What follows belongs to an exercise in optimizing a design on an open flow for small area, a short achievable clock period and few clock cycles per item; a production flow would make more cautious choices. RTL that was checked went through simulation tests only; none was proved equivalent to the original.

Design melendez_mult, start of the top module:
module melendez_mult (rst, clk, multiplier, multiplicand, product, done);
Settings: LEC_CHECK=0, CAP_MARGIN=20, CORE_MARGIN=2, CORE_UTILIZATION=40, SETUP_SLACK_MARGIN=0.75, SLEW_MARGIN=20, SYNTH_HIERARCHICAL=1, SYNTH_MINIMUM_KEEP_SIZE=0; clock period 5.0 ns.
standard.sh (not shown) runs the stock make flow with config.mk's settings and CLKGATE_MAP_FILE= SYNTH_SCRIPT=/design/flow/synth_recipe.tcl, a recipe that flattens the netlist after the stock synthesis.
==> flow/flow/run.sh <==
#!/bin/bash
set -euo pipefail
export BUFFER_PORTS_ARGS="-buffer_cell sky130_fd_sc_hd__buf_2"
bash standard.sh > standard_flow.log 2>&1
The first run completed with no timing, DRC or antenna violations.
Testbench counts at the start, summed over its fixed seeds: cycles 2,296, products 384.
Then changed:
==> flow/flow/run.sh (replaced) <==
#!/bin/bash
set -euo pipefail
export BUFFER_PORTS_ARGS="-buffer_cell sky130_fd_sc_hd__buf_2"
bash standard.sh synth > flow_synth.log 2>&1
odb=orfs/results/sky130hd/melendez_mult/base/1_synth.odb
openroad -no_init -exit flow/downsize.tcl > flow_downsize.log 2>&1
bash standard.sh > flow_layout.log 2>&1
==> flow/flow/downsize.tcl (new file) <==
# Set every logic gate of the synthesized netlist to the smallest drive strength of
# its family (flip-flops, adders, buffers, inverters and tie cells are left alone).
set odb orfs/results/sky130hd/melendez_mult/base/1_synth.odb
read_db $odb
set db [ord::get_db]
set block [ord::get_db_block]
set n 0
set before 0.0
set after 0.0
foreach inst [$block getInsts] {
  set m [$inst getMaster]
  set name [$m getName]
  if {![regexp {^(sky130_fd_sc_hd__([a-z0-9]+))_([0-9]+)$} $name -> base fam drive]} { continue }
  if {[regexp {^(buf|inv|clkbuf|clkinv|clkinvlp|dfxtp|edfxtp|dfxbp|dfrtp|dfstp|fa|ha|conb|dlygate|clkdlybuf|dlymetal|bufbuf|lpflow|tap|fill|decap|mux2i|mux2)} $fam]} { continue }
  set best ""
  foreach d {1 0} {
    set cand [$db findMaster ${base}_$d]
    if {$cand != "NULL"} { set best $cand; break }
  }
  if {$best == "" || [$best getName] == $name} { continue }
  set before [expr {$before + [$m getWidth] * [$m getHeight] / 1e6}]
  set after [expr {$after + [$best getWidth] * [$best getHeight] / 1e6}]
  if {[$inst swapMaster $best]} { incr n }
}
puts "downsized $n instances: area $before -> $after um2"
write_db $odb
SETUP_SLACK_MARGIN = 1.25   (was 0.75)
Result: The new run completed without violations. Die area drops by 8.1%. Routed wire length drops by 0.84%. Count of clock-buffer cells in the layout drops by 1. Area after synthesis drops by 8.3%. Sequential share of layout area drops by 0.23 points. Global-route usage climbs by 1.1 points. Sequential cell count does not change.
Then changed:
==> flow/flow/run.sh (replaced) <==
#!/bin/bash
set -euo pipefail
export BUFFER_PORTS_ARGS="-buffer_cell sky130_fd_sc_hd__buf_2"
bash standard.sh > standard_flow.log 2>&1
ABC_AREA = 1   (was unset)
removed: flow/flow/downsize.tcl
After rerunning: Count of clock-buffer cells in the layout stays the same; fmax climbs by 1.5%; synthesized area climbs by 22%; sequential cell count does not change; routed wire length climbs by 31%; non-clock buffer count drops by 9; cell count climbs by 65%; sequential share of layout area drops by 3.2 points; synthesized cell count climbs by about 100%.
Then changed:
==> flow/flow/run.sh (replaced) <==
#!/bin/bash
set -euo pipefail
export BUFFER_PORTS_ARGS="-buffer_cell sky130_fd_sc_hd__buf_2"
bash standard.sh synth > flow_synth.log 2>&1
odb=orfs/results/sky130hd/melendez_mult/base/1_synth.odb
openroad -no_init -exit flow/downsize.tcl > flow_downsize.log 2>&1
bash standard.sh > flow_layout.log 2>&1
==> flow/flow/downsize.tcl (new file) <==
# Set every logic gate of the synthesized netlist to the smallest drive strength of
# its family (flip-flops, adders, buffers, inverters and tie cells are left alone).
set odb orfs/results/sky130hd/melendez_mult/base/1_synth.odb
read_db $odb
set db [ord::get_db]
set block [ord::get_db_block]
set n 0
set before 0.0
set after 0.0
foreach inst [$block getInsts] {
  set m [$inst getMaster]
  set name [$m getName]
  if {![regexp {^(sky130_fd_sc_hd__([a-z0-9]+))_([0-9]+)$} $name -> base fam drive]} { continue }
  if {[regexp {^(buf|inv|clkbuf|clkinv|clkinvlp|dfxtp|edfxtp|dfxbp|dfrtp|dfstp|fa|ha|conb|dlygate|clkdlybuf|dlymetal|bufbuf|lpflow|tap|fill|decap|mux2i|mux2)} $fam]} { continue }
  set best ""
  foreach d {1 0} {
    set cand [$db findMaster ${base}_$d]
    if {$cand != "NULL"} { set best $cand; break }
  }
  if {$best == "" || [$best getName] == $name} { continue }
  set before [expr {$before + [$m getWidth] * [$m getHeight] / 1e6}]
  set after [expr {$after + [$best getWidth] * [$best getHeight] / 1e6}]
  if {[$inst swapMaster $best]} { incr n }
}
puts "downsized $n instances: area $before -> $after um2"
write_db $odb
ABC_AREA = unset   (was 1)
SETUP_SLACK_MARGIN = 0.75   (was 1.25)
What happened: Via count shrinks by 34%. Register-to-register slack degrades by 0.39 ns. Clock skew hardly moves. Count of clock-buffer cells in the layout does not change. Design area is lower by about 20%. Global-route usage fell by 1.4 points. Fmax shrinks by 9.2%. Die area decreases by 17%.
Then changed:
CTS_BUF_LIST = sky130_fd_sc_hd__clkbuf_4 sky130_fd_sc_hd__clkbuf_8   (was unset)
SETUP_SLACK_MARGIN = 1.0   (was 0.75)
Result: The changed run finished with timing, DRC and antenna clean. Worst hold slack improved by 0.023 ns. Final cell count grows by 1.1%. Critical path depth drops by 1. Worst setup slack improves by 0.17 ns. Sequential share of layout area came out lower by 0.25 points.

* * *

== the baseline ==
melendez_mult, a different RTL version from the one above (not shown whole).
Size: ~130 I/O pins.
export LEC_CHECK = 0
export CAP_MARGIN = 20
export CORE_MARGIN = 2
export CORE_UTILIZATION = 40
export CTS_CLUSTER_DIAMETER = 60
export CTS_CLUSTER_SIZE = 30
export SETUP_SLACK_MARGIN = 1.25
export SLEW_MARGIN = 20
export SYNTH_HIERARCHICAL = 1
export SYNTH_MINIMUM_KEEP_SIZE = 0
create_clock -name core_clock -period 5.0 [get_ports {clk}]
==> flow/flow/run.sh <==
#!/bin/bash
set -euo pipefail
export BUFFER_PORTS_ARGS="-buffer_cell sky130_fd_sc_hd__buf_2"
bash standard.sh > standard_flow.log 2>&1
The baseline: PASS, flow complete, no timing, DRC or antenna violations
### the baseline -> the candidate
Settings: CTS_CLUSTER_SIZE: 30 -> unset; CTS_CLUSTER_DIAMETER: 60 -> unset.
==> comparison <==
Comparing the candidate against the baseline, there is no change at all in number of hold buffers added after cts.
For core utilization, the baseline and the candidate come out practically identical.
From the baseline to the candidate, setup slack did not move at all.
Diff the baseline..the candidate | sequential share of layout area | unchanged
Diff the candidate..the baseline | remaining number of nets flagged by the antenna check after routing | unchanged
Changes observed in the candidate relative to the baseline: clock tree buffer count of the final layout now sits at about the same level; antenna diode count did not really move.
Reported for the candidate and the baseline, count of multi-input combinational gates turned out identical to the last digit.
Delay of the slowest cell on the worst path of the candidate is on par with the baseline.
Diff the candidate..the baseline | area after synthesis | unchanged
Function was not checked in any run of this note: the RTL went through the layout flow alone.

==> port drivers added, routing unchanged <==
In the flow no input, the clock included, has a driving cell. The finished layouts below were timed again as built, in two steps.
Step 1 (the two cells are an assumption about what drives the block):
set clk [get_ports {clk}]
set_driving_cell -lib_cell sky130_fd_sc_hd__clkbuf_16 $clk
set_driving_cell -lib_cell sky130_fd_sc_hd__buf_2 [delete_from_list [all_inputs] $clk]
Step 2 times the ports against the registers' clock, not the clock port: input delays grow and output delays shrink by t, the midpoint of the rising clock arrivals with the driver on.
a / b / c = ideal ports / drivers / drivers and shift; a / b = the first two.
run | t, ns | setup slack, ns | worst hold slack (ns)
the first run of note 1 | 0.467 | 0.869 / 0.822 / 0.533 | 0.559 / 0.559 / 0.559
the second run of note 1 | 0.471 | 1.239 / 1.191 / 0.829 | 0.558 / 0.558 / 0.558
the third run of note 1 | 0.476 | 1.295 / 1.252 / 0.826 | 0.500 / 0.500 / 0.500
the fourth run of note 1 | 0.475 | 0.922 / 0.872 / 0.473 | 0.560 / 0.560 / 0.560
the fifth run of note 1 | 0.501 | 1.093 / 1.046 / 0.622 | 0.583 / 0.583 / 0.583
the baseline | 0.472 | 1.249 / 1.203 / 0.996 | 0.564 / 0.564 / 0.564
the candidate | 0.472 | 1.249 / 1.203 / 0.996 | 0.564 / 0.564 / 0.564
After both steps setup and hold are still met in every run listed. The setup slack of the fifth run of note 1, which loses most, moves by -0.047 ns with the drivers and by -0.471 ns with both steps.
